Context: an optimization exercise on an open-source flow, tuned for small area, a short achievable clock period and few clock cycles. The choices shown serve that exercise and are no tape-out recipe.
No activity file was given, so power comes from the tool's default toggle rates.

==> job 6812 <==
==> flow/design.v <==
module axi_lite_slave #(
    parameter ADDR_WIDTH = 6,
    parameter DATA_WIDTH = 32
)(
    input  logic                   clk,
    input  logic                   resetn,
    input  logic [ADDR_WIDTH-1:0]  AWADDR,
    input  logic                   AWVALID,
    output logic                   AWREADY,
    input  logic [DATA_WIDTH-1:0]  WDATA,
    input  logic                   WVALID,
    output logic                   WREADY,
    output logic [1:0]             BRESP,
    output logic                   BVALID,
    input  logic                   BREADY,
    input  logic [ADDR_WIDTH-1:0]  ARADDR,
    input  logic                   ARVALID,
    output logic                   ARREADY,
    output logic [DATA_WIDTH-1:0]  RDATA,
    output logic [1:0]             RRESP,
    output logic                   RVALID,
    input  logic                   RREADY
);
    localparam NWORDS = 1 << ADDR_WIDTH;
    logic [DATA_WIDTH-1:0] mem[0:NWORDS-1];
    assign BRESP = 2'b00;
    assign RRESP = 2'b00;
    logic [ADDR_WIDTH-1:0] wa_q;
    logic [DATA_WIDTH-1:0] wd_q;
    logic                  wa_v, wd_v;
    logic [2:0]            bcnt;        
    wire aw_hs = AWVALID && AWREADY;
    wire w_hs  = WVALID && WREADY;
    wire b_hs  = BVALID && BREADY;
    wire wgo   = wa_v && wd_v;          
    wire wa_v_n = aw_hs || (wa_v && !wgo);
    wire wd_v_n = w_hs  || (wd_v && !wgo);
    wire pair   = wa_v_n && wd_v_n;     
    logic [2:0] bcnt_n;
    always_comb begin
        case ({pair, b_hs})
            2'b10:   bcnt_n = bcnt + 3'd1;
            2'b01:   bcnt_n = bcnt - 3'd1;
            default: bcnt_n = bcnt;
        endcase
    end
    always_ff @(posedge clk) begin
        if (aw_hs) wa_q <= AWADDR;
        if (w_hs)  wd_q <= WDATA;
    end
    localparam LO_W = ADDR_WIDTH / 2;
    localparam HI_W = ADDR_WIDTH - LO_W;
    wire [ADDR_WIDTH-1:0] wa_n = aw_hs ? AWADDR : wa_q;
    logic [(1<<HI_W)-1:0] we_hi;        
    logic [(1<<LO_W)-1:0] we_lo;        
    always_ff @(posedge clk or negedge resetn) begin
        if (!resetn) begin
            we_hi <= '0;
            we_lo <= '0;
        end else begin
            for (int j = 0; j < (1<<HI_W); j++)
                we_hi[j] <= pair && (wa_n[ADDR_WIDTH-1:LO_W] == j);
            for (int j = 0; j < (1<<LO_W); j++)
                we_lo[j] <= (wa_n[LO_W-1:0] == j);
        end
    end
    genvar gi;
    generate
        for (gi = 0; gi < NWORDS; gi = gi + 1) begin : g_word
            always_ff @(posedge clk)
                if (we_hi[gi >> LO_W] && we_lo[gi % (1<<LO_W)]) mem[gi] <= wd_q;
        end
    endgenerate
    always_ff @(posedge clk or negedge resetn) begin
        if (!resetn) begin
            wa_v    <= 1'b0;
            wd_v    <= 1'b0;
            bcnt    <= 3'd0;
            BVALID  <= 1'b0;
            AWREADY <= 1'b0;
            WREADY  <= 1'b0;
        end else begin
            wa_v    <= wa_v_n;
            wd_v    <= wd_v_n;
            bcnt    <= bcnt_n;
            BVALID  <= (bcnt_n != 3'd0);
            AWREADY <= (!wa_v_n || wd_v_n) && !bcnt_n[2];
            WREADY  <= (!wd_v_n || wa_v_n) && !bcnt_n[2];
        end
    end
    logic [ADDR_WIDTH-1:0] q0, q1;
    logic [NWORDS-1:0]     q0_oh;
    logic                  q0_v, q1_v;
    wire ar_hs = ARVALID && ARREADY;
    wire rload = q0_v && (!RVALID || RREADY);
    wire q0_v_n = rload ? (q1_v || ar_hs) : (q0_v || ar_hs);
    wire q1_v_n = rload ? (q1_v && ar_hs) : (q1_v || (q0_v && ar_hs));
    wire rvalid_n = rload || (RVALID && !RREADY);
    wire [1:0] occ_n = {1'b0, q0_v_n} + {1'b0, q1_v_n} + {1'b0, rvalid_n};
    wire [ADDR_WIDTH-1:0] q0_n = (rload || !q0_v) ? (q1_v ? q1 : ARADDR) : q0;
    localparam NG = (NWORDS + 2) / 3;
    logic [DATA_WIDTH-1:0] rd;
    logic [NG-1:0]         rd_n [DATA_WIDTH];
    genvar gb, gg;
    generate
        for (gb = 0; gb < DATA_WIDTH; gb = gb + 1) begin : g_rbit
            for (gg = 0; gg < NG; gg = gg + 1) begin : g_grp
                if (3*gg + 2 < NWORDS) begin : g3
                    rd_aoi3 u_aoi (
                        .s0(q0_oh[3*gg]),   .d0(mem[3*gg][gb]),
                        .s1(q0_oh[3*gg+1]), .d1(mem[3*gg+1][gb]),
                        .s2(q0_oh[3*gg+2]), .d2(mem[3*gg+2][gb]),
                        .y(rd_n[gb][gg]));
                end else if (3*gg + 1 < NWORDS) begin : g2
                    rd_aoi2 u_aoi (
                        .s0(q0_oh[3*gg]),   .d0(mem[3*gg][gb]),
                        .s1(q0_oh[3*gg+1]), .d1(mem[3*gg+1][gb]),
                        .y(rd_n[gb][gg]));
                end else begin : g1
                    assign rd_n[gb][gg] = !(q0_oh[3*gg] && mem[3*gg][gb]);
                end
            end
            assign rd[gb] = !(&rd_n[gb]);
        end
    endgenerate
    always_ff @(posedge clk) begin
        q0 <= q0_n;
        for (int i = 0; i < NWORDS; i++)
            q0_oh[i] <= (q0_n == i);
        if (ar_hs) q1 <= ARADDR;
    end
    always_ff @(posedge clk or negedge resetn) begin
        if (!resetn)
            RDATA <= '0;
        else if (rload)
            RDATA <= rd;
    end
    always_ff @(posedge clk or negedge resetn) begin
        if (!resetn) begin
            q0_v    <= 1'b0;
            q1_v    <= 1'b0;
            RVALID  <= 1'b0;
            ARREADY <= 1'b0;
        end else begin
            q0_v    <= q0_v_n;
            q1_v    <= q1_v_n;
            RVALID  <= rvalid_n;
            ARREADY <= (occ_n != 2'd3);
        end
    end
endmodule
module rd_aoi3 (
    input  logic s0, d0, s1, d1, s2, d2,
    output logic y
);
    assign y = !((s0 && d0) || (s1 && d1) || (s2 && d2));
endmodule
module rd_aoi2 (
    input  logic s0, d0, s1, d1,
    output logic y
);
    assign y = !((s0 && d0) || (s1 && d1));
endmodule
==> flow/run.sh <==
#!/bin/bash
# synth_recipe.tcl (not shown) runs the flow's synth.tcl, then flattens the netlist and writes it again
# the make line also repeats each setting of config.mk as NAME=value (left out here)
make -C /OpenROAD-flow-scripts/flow DESIGN_CONFIG=/design/flow/config.mk WORK_HOME=/design/flow/orfs CLKGATE_MAP_FILE= SYNTH_SCRIPT=/design/flow/synth_recipe.tcl finish
==> flow/config.mk <==
export PLATFORM = sky130hd
export DESIGN_NAME = axi_lite_slave
export DESIGN_NICKNAME = axi_lite_slave
export VERILOG_FILES = /design/flow/design.v
export SDC_FILE = /design/flow/constraint.sdc
export NUM_CORES = 4
export LEC_CHECK = 0
export ABC_CLOCK_PERIOD_IN_PS = 2300
export CAP_MARGIN = 20
export CORE_MARGIN = 2
export CORE_UTILIZATION = 65
export CTS_CLUSTER_DIAMETER = 60
export CTS_CLUSTER_SIZE = 20
export SETUP_SLACK_MARGIN = 2.7
export SLEW_MARGIN = 20
export SYNTH_HIERARCHICAL = 1
==> flow/constraint.sdc <==
create_clock -name core_clock -period 5.0 [get_ports {clk}]
set_input_delay 1.0000 -clock core_clock [delete_from_list [all_inputs] [get_ports {clk}]]
set_output_delay 1.0000 -clock core_clock [all_outputs]
set_load 0.01 [all_outputs]
==> inputs of job 6163, as changes to job 6812 <==
==> flow/design.v, changed modules only <==
module axi_lite_slave #(
    parameter ADDR_WIDTH = 6,
    parameter DATA_WIDTH = 32
)(
    input  logic                   clk,
    input  logic                   resetn,
    input  logic [ADDR_WIDTH-1:0]  AWADDR,
    input  logic                   AWVALID,
    output logic                   AWREADY,
    input  logic [DATA_WIDTH-1:0]  WDATA,
    input  logic                   WVALID,
    output logic                   WREADY,
    output logic [1:0]             BRESP,
    output logic                   BVALID,
    input  logic                   BREADY,
    input  logic [ADDR_WIDTH-1:0]  ARADDR,
    input  logic                   ARVALID,
    output logic                   ARREADY,
    output logic [DATA_WIDTH-1:0]  RDATA,
    output logic [1:0]             RRESP,
    output logic                   RVALID,
    input  logic                   RREADY
);
    localparam NWORDS = 1 << ADDR_WIDTH;
    logic [DATA_WIDTH-1:0] mem[0:NWORDS-1];
    assign BRESP = 2'b00;
    assign RRESP = 2'b00;
    localparam LO_W = ADDR_WIDTH / 2;
    localparam HI_W = ADDR_WIDTH - LO_W;
    logic                  wh_v;        
    logic [(1<<HI_W)-1:0]  we_hi;       
    logic [(1<<LO_W)-1:0]  we_lo;       
    logic [ADDR_WIDTH-1:0] wa1;
    logic                  wa1_v;
    logic [2:0]            bcnt;        
    wire aw_hs = AWVALID && AWREADY;
    wire w_hs  = WVALID && WREADY;
    wire b_hs  = BVALID && BREADY;
    logic [2:0] bcnt_n;
    always_comb begin
        case ({w_hs, b_hs})
            2'b10:   bcnt_n = bcnt + 3'd1;
            2'b01:   bcnt_n = bcnt - 3'd1;
            default: bcnt_n = bcnt;
        endcase
    end
    wire wpop    = w_hs || !wh_v;       
    wire wh_v_n  = wpop ? (wa1_v || aw_hs) : 1'b1;
    wire wa1_v_n = wpop ? (wa1_v && aw_hs) : (wa1_v || aw_hs);
    wire [ADDR_WIDTH-1:0] wh_a_n = wa1_v ? wa1 : AWADDR;
    wire wready_n = wh_v_n && !bcnt_n[2];
    always_ff @(posedge clk) begin
        if (aw_hs && !(wpop && !wa1_v)) wa1 <= AWADDR;
    end
    always_ff @(posedge clk or negedge resetn) begin
        if (!resetn) begin
            we_hi <= '0;
            we_lo <= '0;
        end else if (wpop) begin
            for (int j = 0; j < (1<<HI_W); j++)
                we_hi[j] <= (wh_a_n[ADDR_WIDTH-1:LO_W] == j);
            for (int j = 0; j < (1<<LO_W); j++)
                we_lo[j] <= (wh_a_n[LO_W-1:0] == j);
        end
    end
    genvar gi;
    generate
        for (gi = 0; gi < NWORDS; gi = gi + 1) begin : g_word
            always_ff @(posedge clk)
                if (w_hs && we_hi[gi >> LO_W] && we_lo[gi % (1<<LO_W)]) mem[gi] <= WDATA;
        end
    endgenerate
    always_ff @(posedge clk or negedge resetn) begin
        if (!resetn) begin
            wh_v    <= 1'b0;
            wa1_v   <= 1'b0;
            bcnt    <= 3'd0;
            BVALID  <= 1'b0;
            AWREADY <= 1'b0;
            WREADY  <= 1'b0;
        end else begin
            wh_v    <= wh_v_n;
            wa1_v   <= wa1_v_n;
            bcnt    <= bcnt_n;
            BVALID  <= (bcnt_n != 3'd0);
            AWREADY <= !wa1_v_n;
            WREADY  <= wready_n;
        end
    end
    logic [ADDR_WIDTH-1:0] q0, q1;
    logic [NWORDS-1:0]     q0_oh;
    logic                  q0_v, q1_v;
    wire ar_hs = ARVALID && ARREADY;
    wire rload = q0_v && (!RVALID || RREADY);
    wire q0_v_n = rload ? (q1_v || ar_hs) : (q0_v || ar_hs);
    wire q1_v_n = rload ? (q1_v && ar_hs) : (q1_v || (q0_v && ar_hs));
    wire rvalid_n = rload || (RVALID && !RREADY);
    wire [1:0] occ_n = {1'b0, q0_v_n} + {1'b0, q1_v_n} + {1'b0, rvalid_n};
    wire [ADDR_WIDTH-1:0] q0_n = (rload || !q0_v) ? (q1_v ? q1 : ARADDR) : q0;
    logic [DATA_WIDTH-1:0] rd;
    always_comb begin
        rd = '0;
        for (int i = 0; i < NWORDS; i++)
            rd = rd | ({DATA_WIDTH{q0_oh[i]}} & mem[i]);
    end
    always_ff @(posedge clk) begin
        q0 <= q0_n;
        for (int i = 0; i < NWORDS; i++)
            q0_oh[i] <= (q0_n == i);
        if (ar_hs) q1 <= ARADDR;
    end
    always_ff @(posedge clk or negedge resetn) begin
        if (!resetn)
            RDATA <= '0;
        else if (rload)
            RDATA <= rd;
    end
    always_ff @(posedge clk or negedge resetn) begin
        if (!resetn) begin
            q0_v    <= 1'b0;
            q1_v    <= 1'b0;
            RVALID  <= 1'b0;
            ARREADY <= 1'b0;
        end else begin
            q0_v    <= q0_v_n;
            q1_v    <= q1_v_n;
            RVALID  <= rvalid_n;
            ARREADY <= (occ_n != 2'd3);
        end
    end
endmodule
// module rd_aoi3 removed
// module rd_aoi2 removed
SETUP_SLACK_MARGIN = 3.0   (was 2.7)
SYNTH_HIERARCHICAL = default   (was 1)
==> inputs of job 2116, as changes to job 6812 <==
==> flow/design.v, changed modules only <==
module axi_lite_slave #(
    parameter ADDR_WIDTH = 6,
    parameter DATA_WIDTH = 32
)(
    input  logic                   clk,
    input  logic                   resetn,
    input  logic [ADDR_WIDTH-1:0]  AWADDR,
    input  logic                   AWVALID,
    output logic                   AWREADY,
    input  logic [DATA_WIDTH-1:0]  WDATA,
    input  logic                   WVALID,
    output logic                   WREADY,
    output logic [1:0]             BRESP,
    output logic                   BVALID,
    input  logic                   BREADY,
    input  logic [ADDR_WIDTH-1:0]  ARADDR,
    input  logic                   ARVALID,
    output logic                   ARREADY,
    output logic [DATA_WIDTH-1:0]  RDATA,
    output logic [1:0]             RRESP,
    output logic                   RVALID,
    input  logic                   RREADY
);
    localparam NWORDS = 1 << ADDR_WIDTH;
    logic [DATA_WIDTH-1:0] mem[0:NWORDS-1];
    assign BRESP = 2'b00;
    assign RRESP = 2'b00;
    localparam LO_W = ADDR_WIDTH / 2;
    localparam HI_W = ADDR_WIDTH - LO_W;
    logic                  wh_v;        
    logic [(1<<HI_W)-1:0]  we_hi;       
    logic [(1<<LO_W)-1:0]  we_lo;       
    logic [ADDR_WIDTH-1:0] wa1;
    logic                  wa1_v;
    logic [2:0]            bcnt;        
    wire aw_hs = AWVALID && AWREADY;
    wire w_hs  = WVALID && WREADY;
    wire b_hs  = BVALID && BREADY;
    logic [2:0] bcnt_n;
    always_comb begin
        case ({w_hs, b_hs})
            2'b10:   bcnt_n = bcnt + 3'd1;
            2'b01:   bcnt_n = bcnt - 3'd1;
            default: bcnt_n = bcnt;
        endcase
    end
    wire wpop    = w_hs || !wh_v;       
    wire wh_v_n  = wpop ? (wa1_v || aw_hs) : 1'b1;
    wire wa1_v_n = wpop ? (wa1_v && aw_hs) : (wa1_v || aw_hs);
    wire [ADDR_WIDTH-1:0] wh_a_n = wa1_v ? wa1 : AWADDR;
    wire wready_n = wh_v_n && !bcnt_n[2];
    always_ff @(posedge clk) begin
        if (aw_hs && !(wpop && !wa1_v)) wa1 <= AWADDR;
    end
    always_ff @(posedge clk or negedge resetn) begin
        if (!resetn) begin
            we_hi <= '0;
            we_lo <= '0;
        end else if (wpop) begin
            for (int j = 0; j < (1<<HI_W); j++)
                we_hi[j] <= (wh_a_n[ADDR_WIDTH-1:LO_W] == j);
            for (int j = 0; j < (1<<LO_W); j++)
                we_lo[j] <= (wh_a_n[LO_W-1:0] == j);
        end
    end
    genvar gi;
    generate
        for (gi = 0; gi < NWORDS; gi = gi + 1) begin : g_word
            always_ff @(posedge clk)
                if (w_hs && we_hi[gi >> LO_W] && we_lo[gi % (1<<LO_W)]) mem[gi] <= WDATA;
        end
    endgenerate
    always_ff @(posedge clk or negedge resetn) begin
        if (!resetn) begin
            wh_v    <= 1'b0;
            wa1_v   <= 1'b0;
            bcnt    <= 3'd0;
            BVALID  <= 1'b0;
            AWREADY <= 1'b0;
            WREADY  <= 1'b0;
        end else begin
            wh_v    <= wh_v_n;
            wa1_v   <= wa1_v_n;
            bcnt    <= bcnt_n;
            BVALID  <= (bcnt_n != 3'd0);
            AWREADY <= !wa1_v_n;
            WREADY  <= wready_n;
        end
    end
    logic [ADDR_WIDTH-1:0] q0, q1;
    logic [NWORDS-1:0]     q0_oh;
    logic                  q0_v, q1_v;
    wire ar_hs = ARVALID && ARREADY;
    wire rload = q0_v && (!RVALID || RREADY);
    wire q0_v_n = rload ? (q1_v || ar_hs) : (q0_v || ar_hs);
    wire q1_v_n = rload ? (q1_v && ar_hs) : (q1_v || (q0_v && ar_hs));
    wire rvalid_n = rload || (RVALID && !RREADY);
    wire [1:0] occ_n = {1'b0, q0_v_n} + {1'b0, q1_v_n} + {1'b0, rvalid_n};
    wire [ADDR_WIDTH-1:0] q0_n = (rload || !q0_v) ? (q1_v ? q1 : ARADDR) : q0;
    logic [DATA_WIDTH-1:0] rd;
    always_comb begin
        rd = '0;
        for (int i = 0; i < NWORDS; i++)
            rd = rd | ({DATA_WIDTH{q0_oh[i]}} & mem[i]);
    end
    always_ff @(posedge clk) begin
        q0 <= q0_n;
        for (int i = 0; i < NWORDS; i++)
            q0_oh[i] <= (q0_n == i);
        if (ar_hs) q1 <= ARADDR;
    end
    always_ff @(posedge clk or negedge resetn) begin
        if (!resetn)
            RDATA <= '0;
        else if (rload)
            RDATA <= rd;
    end
    always_ff @(posedge clk or negedge resetn) begin
        if (!resetn) begin
            q0_v    <= 1'b0;
            q1_v    <= 1'b0;
            RVALID  <= 1'b0;
            ARREADY <= 1'b0;
        end else begin
            q0_v    <= q0_v_n;
            q1_v    <= q1_v_n;
            RVALID  <= rvalid_n;
            ARREADY <= (occ_n != 2'd3);
        end
    end
endmodule
// module rd_aoi3 removed
// module rd_aoi2 removed
SYNTH_HIERARCHICAL = default   (was 1)
==> qor summary <==
                                                                            job 6163                 job 6812                 job 2116
Wire length of the first global-routing pass                               436000 um                306000 um                415000 um
Switching power as a share of total power                                      0.293                    0.283                    0.288
Sequential fraction of the synthesis area                                      0.830                    0.859                    0.830
Synth Area per Inst                                                        19.2 um^2                21.8 um^2                19.2 um^2
Met2 routed wirelength                                                     134000 um                103000 um                130000 um
Clock Sink Count                                                                2190                     2222                     2190
Skew-Pair Late Insertion Delay                                               0.84 ns                  0.78 ns                  0.81 ns
Type of the worst setup path                                  flop to primary output             flop to flop             flop to flop
Clock tree cell share of total cell area                                      0.0527                   0.0504                   0.0533
Relative contribution of combinational cells to total power                    0.165                    0.177                    0.145
Global-route track usage on met3                                               0.310                    0.105                    0.258
Run status                                                   complete, no violations  complete, no violations  complete, no violations
Detailed Place HPWL                                                        160000 um                118000 um                161000 um
Pre-CTS setup slack                                                          1.44 ns                  1.13 ns                  1.11 ns
Xor and xnor fraction of the mapped netlist area                            0.000337                 0.000229                 0.000337
Highest clock rate                                                         0.384 GHz                0.396 GHz                0.383 GHz
Final cell utilization of the core                                             0.773                    0.739                    0.734
Fraction of layout cells with a size suffix above 1                            0.246                    0.149                    0.175
NetSw                                                                       0.0122 W                 0.0117 W                 0.0116 W
Combinational logic power                                                  0.00690 W                0.00733 W                0.00582 W
Drt total wl                                                               341000 um                227000 um                328000 um
Function was not checked in any run of this note: the RTL went through the layout flow alone.

-- afterwards: timing with drivers on the ports --
Ports are ideal in the flow. The routed layouts listed here were re-timed in OpenROAD.
Step 1, drivers: a clkbuf_16 drives clk and a buf_2 each remaining input, both assumed.
Step 2 adds t to the input delays and takes it off the output delays; t is the mean of the earliest and latest rising clock arrival at the registers after step 1. Input paths then give back, and output paths get back, about the clock's delay inside the block.
Three values: no drivers, after step 1, after step 2; two values: the first two.
run | t (ns) | slack for setup (ns) | worst register clock-pin slew, ns
job 6812 | 0.844 | 2.475 / 2.475 / 1.827 | 0.09 / 0.09
job 6163 | 0.901 | 2.394 / 2.310 / 1.985 | 0.09 / 0.09
job 2116 | 0.879 | 2.389 / 2.389 / 1.697 | 0.09 / 0.09
After both steps setup and hold are still met in every run listed. The setup slack of job 2116, which loses most, moves by 0.000 ns with the drivers and by -0.692 ns with both steps.
